Background: an optimization exercise with open tools, aiming at small area, a short achievable clock period and few clock cycles per item. Do not read the settings as production practice. RTL that was checked went through simulation tests only; none was proved equivalent to the original. Power and IR drop assume default switching activity.

## run A
==> flow/design.v <==
module alu_top (
    input wire clk,
    input wire rst,
    input wire in_valid,
    output wire in_ready,
    input wire [2:0] opcode,
    input wire [31:0] a,
    input wire [31:0] b,
    output reg out_valid,
    output reg [31:0] result
);
    localparam K = 4;           
    localparam NCH = 32 / K;    
    localparam ADD = 3'd0, MUL = 3'd1, SUB = 3'd2, DIV = 3'd3,
               SHR = 3'd4, SHL = 3'd5, NOR = 3'd6, XOR = 3'd7;
    reg [31:0] A, B;
    reg [2:0]  op;
    reg        full;        
    reg        first;       
    reg        ready_q;     
    reg [3:0]  cnt;         
    assign in_ready = ready_q;
    function [3:0] nchunks(input [31:0] v);
        integer j;
        begin
            nchunks = 4'd0;
            for (j = 0; j < NCH; j = j + 1)
                if (|v[K*j +: K]) nchunks = j + 1;
        end
    endfunction
    wire is_mul = (op == MUL);
    wire is_div = (op == DIV);
    wire is_md  = is_mul | is_div;
    wire [3:0] cha = nchunks(A);
    wire [3:0] chb = nchunks(B);
    wire       b_zero = (chb == 4'd0);
    wire       swp   = first & is_mul & (chb < cha);
    wire [3:0] n_mul = swp ? chb : cha;
    wire [4:0] n_div = {1'b0, cha} - {1'b0, chb} + 5'd1;
    wire       div_short = n_div[4] | (n_div == 5'd0);    
    wire [3:0] n = is_mul ? n_mul : n_div[3:0];
    wire md_zero = is_mul ? (n_mul == 4'd0) : (is_div & ~b_zero & div_short);
    wire md_ones = is_div & b_zero;
    wire md_const = md_zero | md_ones;
    wire [5:0] r = is_md ? (n * K) :
                   (op == SHL) ? (6'd32 - {1'b0, B[4:0]}) : {1'b0, B[4:0]};
    wire [5:0] m = 6'd32 - r;
    wire [31:0] rin = swp ? B : A;
    wire [63:0] rr = {rin, rin} >> r[4:0];
    wire [31:0] rot = rr[31:0];
    reg  [31:0] low;
    integer i;
    always @(*) begin
        for (i = 0; i < 32; i = i + 1)
            low[i] = (i < m);
    end
    wire big = |B[31:5];
    wire [31:0] rot_lo = rot & low;
    wire [31:0] rot_hi = rot & ~low;
    wire [31:0] R0 = first ? rot_lo : result;
    wire [31:0] Q0 = first ? rot_hi : A;
    wire [31:0] D  = swp ? A : B;
    reg  [31:0] Rs, Qs;
    reg  [32:0] r2, y;
    reg  [33:0] s;
    integer k;
    always @(*) begin
        Rs = R0;
        Qs = Q0;
        for (k = 0; k < K; k = k + 1) begin
            r2 = {Rs, is_div & Qs[31]};
            y  = is_div ? {1'b1, ~D} : (Qs[31] ? {1'b0, D} : 33'd0);
            s  = {1'b0, r2} + {1'b0, y} + {33'd0, is_div};
            if (is_div) begin
                Rs = s[33] ? s[31:0] : r2[31:0];
                Qs = {Qs[30:0], s[33]};
            end else begin
                Rs = s[31:0];
                Qs = {Qs[30:0], 1'b0};
            end
        end
    end
    reg [31:0] simple;
    always @(*) begin
        case (op)
            ADD: simple = A + B;
            SUB: simple = A - B;
            SHR: simple = big ? 32'd0 : rot_lo;
            SHL: simple = big ? 32'd0 : rot_hi;
            NOR: simple = ~(A | B);
            default: simple = A ^ B;
        endcase
    end
    wire fin_first = ~is_md | md_const | (n == 4'd1);
    wire fin = full & (first ? fin_first : (cnt == 4'd0));
    wire fin_next = first ? (n == 4'd2) : (cnt == 4'd1);
    always @(posedge clk) begin
        if (ready_q) begin
            A  <= a;
            B  <= b;
            op <= opcode;
        end else begin
            A <= Qs;
            if (first & swp) B <= A;
        end
        if (full & ~first & is_md | full & first & is_md & ~md_const)
            result <= (fin & is_div) ? Qs : Rs;
        if (full & first & ~is_md)
            result <= simple;
        if (full & first & md_const)
            result <= md_ones ? 32'hFFFFFFFF : 32'd0;
        if (first) cnt <= n - 4'd2;
        else       cnt <= cnt - 4'd1;
        if (rst) begin
            full <= 1'b0;
            first <= 1'b0;
            ready_q <= 1'b1;
            out_valid <= 1'b0;
        end else begin
            out_valid <= fin;
            if (ready_q) begin
                full <= in_valid;
                first <= in_valid;
                ready_q <= ~in_valid | (opcode != MUL && opcode != DIV);
            end else begin
                full <= ~fin;
                first <= 1'b0;
                ready_q <= fin | fin_next;
            end
        end
    end
endmodule
==> flow/config.mk <==
export PLATFORM = sky130hd
export DESIGN_NAME = alu_top
export DESIGN_NICKNAME = alu_top
export VERILOG_FILES = /design/flow/design.v
export SDC_FILE = /design/flow/constraint.sdc
export NUM_CORES = 4
export LEC_CHECK = 0
export CAP_MARGIN = 20
export CORE_MARGIN = 2
export CORE_UTILIZATION = 40
export SLEW_MARGIN = 20
==> flow/constraint.sdc <==
create_clock -name core_clock -period 100.0 [get_ports {clk}]
set_input_delay 20.0000 -clock core_clock [delete_from_list [all_inputs] [get_ports {clk}]]
set_output_delay 20.0000 -clock core_clock [all_outputs]
set_load 0.01 [all_outputs]
run.sh (not shown) runs the stock make flow with config.mk's settings and CLKGATE_MAP_FILE= SYNTH_SCRIPT=/design/flow/synth_recipe.tcl, a recipe that flattens the netlist after the stock synthesis.
### run A -> run B
--- a/flow/design.v
+++ b/flow/design.v
@@ -16,32 +16,32 @@
     reg [31:0] A, B;
     reg [2:0]  op;
     reg        full;        
     reg        first;       
     reg        ready_q;     
-    reg [3:0]  cnt;         
+    reg [5:0]  cnt;         
     assign in_ready = ready_q;
-    function [3:0] nchunks(input [31:0] v);
+    function [5:0] nchunks(input [31:0] v);
         integer j;
         begin
-            nchunks = 4'd0;
+            nchunks = 6'd0;
             for (j = 0; j < NCH; j = j + 1)
                 if (|v[K*j +: K]) nchunks = j + 1;
         end
     endfunction
     wire is_mul = (op == MUL);
     wire is_div = (op == DIV);
     wire is_md  = is_mul | is_div;
-    wire [3:0] cha = nchunks(A);
-    wire [3:0] chb = nchunks(B);
-    wire       b_zero = (chb == 4'd0);
+    wire [5:0] cha = nchunks(A);
+    wire [5:0] chb = nchunks(B);
+    wire       b_zero = (chb == 6'd0);
     wire       swp   = first & is_mul & (chb < cha);
-    wire [3:0] n_mul = swp ? chb : cha;
-    wire [4:0] n_div = {1'b0, cha} - {1'b0, chb} + 5'd1;
-    wire       div_short = n_div[4] | (n_div == 5'd0);    
-    wire [3:0] n = is_mul ? n_mul : n_div[3:0];
-    wire md_zero = is_mul ? (n_mul == 4'd0) : (is_div & ~b_zero & div_short);
+    wire [5:0] n_mul = swp ? chb : cha;
+    wire [6:0] n_div = {1'b0, cha} - {1'b0, chb} + 7'd1;
+    wire       div_short = n_div[6] | (n_div == 7'd0);    
+    wire [5:0] n = is_mul ? n_mul : n_div[5:0];
+    wire md_zero = is_mul ? (n_mul == 6'd0) : (is_div & ~b_zero & div_short);
     wire md_ones = is_div & b_zero;
     wire md_const = md_zero | md_ones;
     wire [5:0] r = is_md ? (n * K) :
                    (op == SHL) ? (6'd32 - {1'b0, B[4:0]}) : {1'b0, B[4:0]};
     wire [5:0] m = 6'd32 - r;
@@ -89,13 +89,13 @@
             SHL: simple = big ? 32'd0 : rot_hi;
             NOR: simple = ~(A | B);
             default: simple = A ^ B;
         endcase
     end
-    wire fin_first = ~is_md | md_const | (n == 4'd1);
-    wire fin = full & (first ? fin_first : (cnt == 4'd0));
-    wire fin_next = first ? (n == 4'd2) : (cnt == 4'd1);
+    wire fin_first = ~is_md | md_const | (n == 6'd1);
+    wire fin = full & (first ? fin_first : (cnt == 6'd0));
+    wire fin_next = first ? (n == 6'd2) : (cnt == 6'd1);
     always @(posedge clk) begin
         if (ready_q) begin
             A  <= a;
             B  <= b;
             op <= opcode;
@@ -107,12 +107,12 @@
             result <= (fin & is_div) ? Qs : Rs;
         if (full & first & ~is_md)
             result <= simple;
         if (full & first & md_const)
             result <= md_ones ? 32'hFFFFFFFF : 32'd0;
-        if (first) cnt <= n - 4'd2;
-        else       cnt <= cnt - 4'd1;
+        if (first) cnt <= n - 6'd2;
+        else       cnt <= cnt - 6'd1;
         if (rst) begin
             full <= 1'b0;
             first <= 1'b0;
             ready_q <= 1'b1;
             out_valid <= 1'b0;
[summary]
Per the comparison of run B with run A, final clock period utilization by the worst path rose 0.47 points, synthesized-area fraction occupied by xor and xnor cells rose 0.61 points. The number of nets in the finished design of run A and that of run B are within noise of each other. Across run B and run A, the outcome is the same: a clean finish for every run. Row met1 layer wirelength in the final routing: run B higher / run A lower. Diff run A -> run B | worst setup slack after layout | decrease of 0.47 ns. Run B vs run A — first-pass GRT wire length rose about 5%. ~same final core utilization in run B and run A. Area occupied by registers, run B and run A, higher one = run B. Diff run B and run A: part of the power in registers lower in run B.
Testbench counts of run B, summed over its fixed seeds: cycles 98,907, ops 64,000.
No functional check of the RTL was part of run A.


the reference run:
alu_top, a different RTL version from the one above (not shown whole).
Size in the first run: roughly 3200 cells after synthesis, ~100 I/O pins, roughly 18000 um2 of cells after synthesis.
==> module alu_top, before the edit <==
module alu_top (
    input wire clk,
    input wire rst,
    input wire in_valid,
    output wire in_ready,
    input wire [2:0] opcode,
    input wire [31:0] a,
    input wire [31:0] b,
    output reg out_valid,
    output reg [31:0] result
);
    localparam K = 4;           
    localparam NCH = 32 / K;    
    localparam ADD = 3'd0, MUL = 3'd1, SUB = 3'd2, DIV = 3'd3,
               SHR = 3'd4, SHL = 3'd5, NOR = 3'd6, XOR = 3'd7;
    reg [31:0] A, B;
    reg [2:0]  op;
    reg        full;        
    reg        first;       
    reg        ready_c;     
    reg        ready_f;     
    wire       ready_q = ready_c | ready_f;
    reg [5:0]  cnt;         
    reg        swp_q;       
    assign in_ready = ready_q;
    function [5:0] nchunks(input [31:0] v);
        integer j;
        begin
            nchunks = 6'd0;
            for (j = 0; j < NCH; j = j + 1)
                if (|v[K*j +: K]) nchunks = j + 1;
        end
    endfunction
    function [33:0] add33(input [32:0] x, input [32:0] y, input ci, input kill);
        integer i, l;
        reg [33:0] g, p, g2, p2;
        begin
            g = {x & y & {33{~kill}}, ci & ~kill};
            p = {x ^ y, 1'b0};
            for (l = 1; l < 34; l = l * 2) begin
                g2 = g;
                p2 = p;
                for (i = 0; i < 34; i = i + 1)
                    if ((i / l) % 2 == 1) begin
                        g2[i] = g[i] | (p[i] & g[(i / l) * l - 1]);
                        p2[i] = p[i] & p[(i / l) * l - 1];
                    end
                g = g2;
                p = p2;
            end
            add33 = {g[33], (x ^ y) ^ g[32:0]};
        end
    endfunction
    wire is_mul = (op == MUL);
    wire is_div = (op == DIV);
    wire is_md  = is_mul | is_div;
    wire is_as  = (op == ADD) | (op == SUB);
    wire [5:0] cha = nchunks(A);
    wire [5:0] chb = nchunks(B);
    wire       b_zero = (chb == 6'd0);
    wire       swp   = first & is_mul & swp_q;
    wire [5:0] n_mul = swp ? chb : cha;
    wire [6:0] n_dd  = {1'b0, cha} - {1'b0, chb};
    wire [5:0] n_div = b_zero ? NCH : (n_dd[6] ? 6'd1 : n_dd[5:0] + 6'd1);
    wire [5:0] n = is_mul ? n_mul : n_div;
    wire [5:0] r = is_md ? (n * K) :
                   (op == SHL) ? (6'd32 - {1'b0, B[4:0]}) :
                   (op == SHR) ? {1'b0, B[4:0]} : K;    
    wire [5:0] m = 6'd32 - r;
    wire [31:0] rin = swp ? B : A;
    reg  [31:0] rot;
    always @(*) begin
        rot = rin;
        if (r[0]) rot = {rot[0], rot[31:1]};
        if (r[1]) rot = {rot[1:0], rot[31:2]};
        if (r[2]) rot = {rot[3:0], rot[31:4]};
        if (r[3]) rot = {rot[7:0], rot[31:8]};
        if (r[4]) rot = {rot[15:0], rot[31:16]};
    end
    reg  [31:0] low;
    integer i;
    always @(*) begin
        for (i = 0; i < 32; i = i + 1)
            low[i] = (i < m);
    end
    wire [31:0] rot_lo = rot & low;
    wire [31:0] rot_hi = rot & ~low;
    wire inv = is_div | (op == SUB);
    wire [31:0] R0 = first ? rot_lo : result;
    wire [31:0] Q0 = first ? rot_hi : A;
    wire [31:0] D  = swp ? A : B;
    reg  [31:0] Rs, Qs;
    reg  [32:0] r2, y;
    reg  [33:0] s;
    reg         en, kl;
    wire is_xor = (op == XOR);
    integer k;
    always @(*) begin
        Rs = R0;
        Qs = Q0;
        for (k = 0; k < K; k = k + 1) begin
            en = is_mul ? Qs[31] : (is_div | (k == K - 1));
            kl = is_xor & (k == K - 1);
            r2 = {Rs, ~is_mul & Qs[31]};
            y  = en ? ({1'b0, D} ^ {33{inv}}) : 33'd0;
            s  = add33(r2, y, inv & en, kl);
            Rs = (is_div & ~s[33]) ? r2[31:0] : s[31:0];
            Qs = {Qs[30:0], is_div & s[33]};
        end
    end
    wire fin_first = ~is_md | (n <= 6'd1);
    wire fin = full & (first ? fin_first : (cnt == 6'd0));
    wire fin_next = first ? (n == 6'd2) : (cnt == 6'd1);
    wire big = |B[31:5];
    reg [31:0] misc;
    always @(*) begin
        case (op[1:0])
            2'b00: misc = big ? 32'd0 : rot_lo;     
            2'b01: misc = big ? 32'd0 : rot_hi;     
            2'b10: misc = ~(A | B);                 
            default: misc = ~(A | B);               
        endcase
    end
    reg [NCH-1:0] anz, tb;
    integer j;
    always @(*) begin
        for (j = 0; j < NCH; j = j + 1)
            anz[j] = |a[K*j +: K];
        for (j = 0; j < NCH; j = j + 1)
            tb[j] = |(b >> (K*j));
    end
    wire b_fewer = |(anz & ~tb);
    wire div_fast = tb[0] & ~b_fewer;
    always @(posedge clk) begin
        if (ready_q) begin
            A  <= a;
            B  <= b;
            op <= opcode;
            swp_q <= b_fewer;
        end else begin
            A <= Qs;
            if (swp) B <= A;
        end
        result <= (is_div & fin) ? Qs : ((op[2] & ~is_xor) ? misc : Rs);
        if (first) cnt <= n - 6'd2;
        else       cnt <= cnt - 6'd1;
        if (rst) begin
            full <= 1'b0;
            first <= 1'b0;
            ready_c <= 1'b1;
            ready_f <= 1'b0;
            out_valid <= 1'b0;
        end else begin
            out_valid <= fin;
            if (ready_q) begin
                full <= in_valid;
                first <= in_valid;
                ready_c <= ~in_valid | (opcode != MUL && opcode != DIV);
                ready_f <= (opcode == MUL && (~|a[31:K] || ~|b[31:K])) |
                           (opcode == DIV && div_fast);
            end else begin
                full <= ~fin;
                first <= 1'b0;
                ready_c <= fin | fin_next;
                ready_f <= 1'b0;
            end
        end
    end
endmodule
export LEC_CHECK = 0
export ABC_AREA = 1
export CAP_MARGIN = 20
export CORE_MARGIN = 2
export CORE_UTILIZATION = 40
export SLEW_MARGIN = 20
create_clock -name core_clock -period 100.0 [get_ports {clk}]
standard.sh (not shown) runs the stock make flow with config.mk's settings and CLKGATE_MAP_FILE= SYNTH_SCRIPT=/design/flow/synth_recipe.tcl, a recipe that flattens the netlist after the stock synthesis.
==> flow/flow/run.sh <==
#!/bin/bash
# Standard layout, with buf_2 cells as the port buffers (instead of the
# delay buffer buffer_ports picks by default), and the operand pins (a[i]
# next to b[i]) and the result pins each kept together on the die edge.
export BUFFER_PORTS_ARGS="-buffer_cell sky130_fd_sc_hd__buf_2"
export PLACE_PINS_ARGS="-group_pins {in_valid opcode[0] opcode[1] opcode[2] a[0] b[0] a[1] b[1] a[2] b[2] a[3] b[3] a[4] b[4] a[5] b[5] a[6] b[6] a[7] b[7] a[8] b[8] a[9] b[9] a[10] b[10] a[11] b[11] a[12] b[12] a[13] b[13] a[14] b[14] a[15] b[15] a[16] b[16] a[17] b[17] a[18] b[18] a[19] b[19] a[20] b[20] a[21] b[21] a[22] b[22] a[23] b[23] a[24] b[24] a[25] b[25] a[26] b[26] a[27] b[27] a[28] b[28] a[29] b[29] a[30] b[30] a[31] b[31]} -group_pins {in_ready out_valid result[0] result[1] result[2] result[3] result[4] result[5] result[6] result[7] result[8] result[9] result[10] result[11] result[12] result[13] result[14] result[15] result[16] result[17] result[18] result[19] result[20] result[21] result[22] result[23] result[24] result[25] result[26] result[27] result[28] result[29] result[30] result[31]}"
bash standard.sh > standard.log 2>&1
Testbench counts of the reference run, summed over its fixed seeds: cycles 93,116, ops 64,000.
--- input diff the reference run..the trial run ---
--- a/flow/design.v
+++ b/flow/design.v
@@ -153,14 +153,13 @@
         end else begin
             out_valid <= fin;
             if (ready_q) begin
                 full <= in_valid;
                 first <= in_valid;
                 ready_c <= ~in_valid | (opcode != MUL && opcode != DIV);
-                ready_f <= (opcode == MUL && (~|a[31:K] || ~|b[31:K])) |
-                           (opcode == DIV && div_fast);
+                ready_f <= opcode[1] ? div_fast : (~|a[31:K] | ~|b[31:K]);
             end else begin
                 full <= ~fin;
                 first <= 1'b0;
                 ready_c <= fin | fin_next;
                 ready_f <= 1'b0;
             end
Results
Net count after synthesis on the trial run is down relative to the reference run. Of the reference run and the trial run, the reference run shows the lower xor/xnor share of the synthesized area, with the trial run above it. Per the comparison of the trial run with the reference run, horizontal extent of the die saw an increase, area of the die saw an increase, number of cells produced by synthesis saw a decrease, remaining max-slew budget at the tightest pin saw a decrease. Re routed length on met3: the trial run is 280 um up on the reference run. Final net count in the trial run is 19 below the reference run. Synthesized area on the trial run is up relative to the reference run.
For the trial run, only the layout was checked, not whether the RTL still works.

==> port drivers added, routing unchanged <==
The results above use ideal ports. As a check the final layouts listed here were re-extracted and re-timed, cells and wires unchanged.
Step 1: set_driving_cell puts a clkbuf_16 on clk and a buf_2 on each other input, an assumption about the parent block.
Step 2 moves the port delays by t, midway between the first and last clock arrival at a register: inputs arrive t later, outputs are due t later. That takes back most of the time a late clock gives input paths.
Three values: ideal ports, drivers, drivers and shift; two values: the first two.
| run | shift t [ns] | slack for setup (ns) | hold WS [ns] | clock arrival spread, ns | worst register clock-pin slew, ns |
|---|---|---|---|---|---|
| run A | 0.442 | 76.571 / 76.571 / 76.571 | 0.516 / 0.516 / 0.516 | 0.012 / 0.012 | 0.09 / 0.09 |
| run B | 0.455 | 76.104 / 76.104 / 76.104 | 0.521 / 0.521 / 0.521 | 0.015 / 0.015 | 0.09 / 0.09 |
| the reference run | 0.415 | 77.987 / 78.012 / 77.597 | 0.480 / 0.480 / 0.480 | 0.012 / 0.012 | 0.09 / 0.09 |
| the trial run | 0.449 | 77.223 / 77.169 / 77.617 | 0.500 / 0.500 / 0.500 | 0.015 / 0.015 | 0.09 / 0.09 |
After both steps every run listed still meets setup and hold. The setup slack of the reference run, which loses most, moves by +0.025 ns with the drivers and by -0.390 ns with both steps.
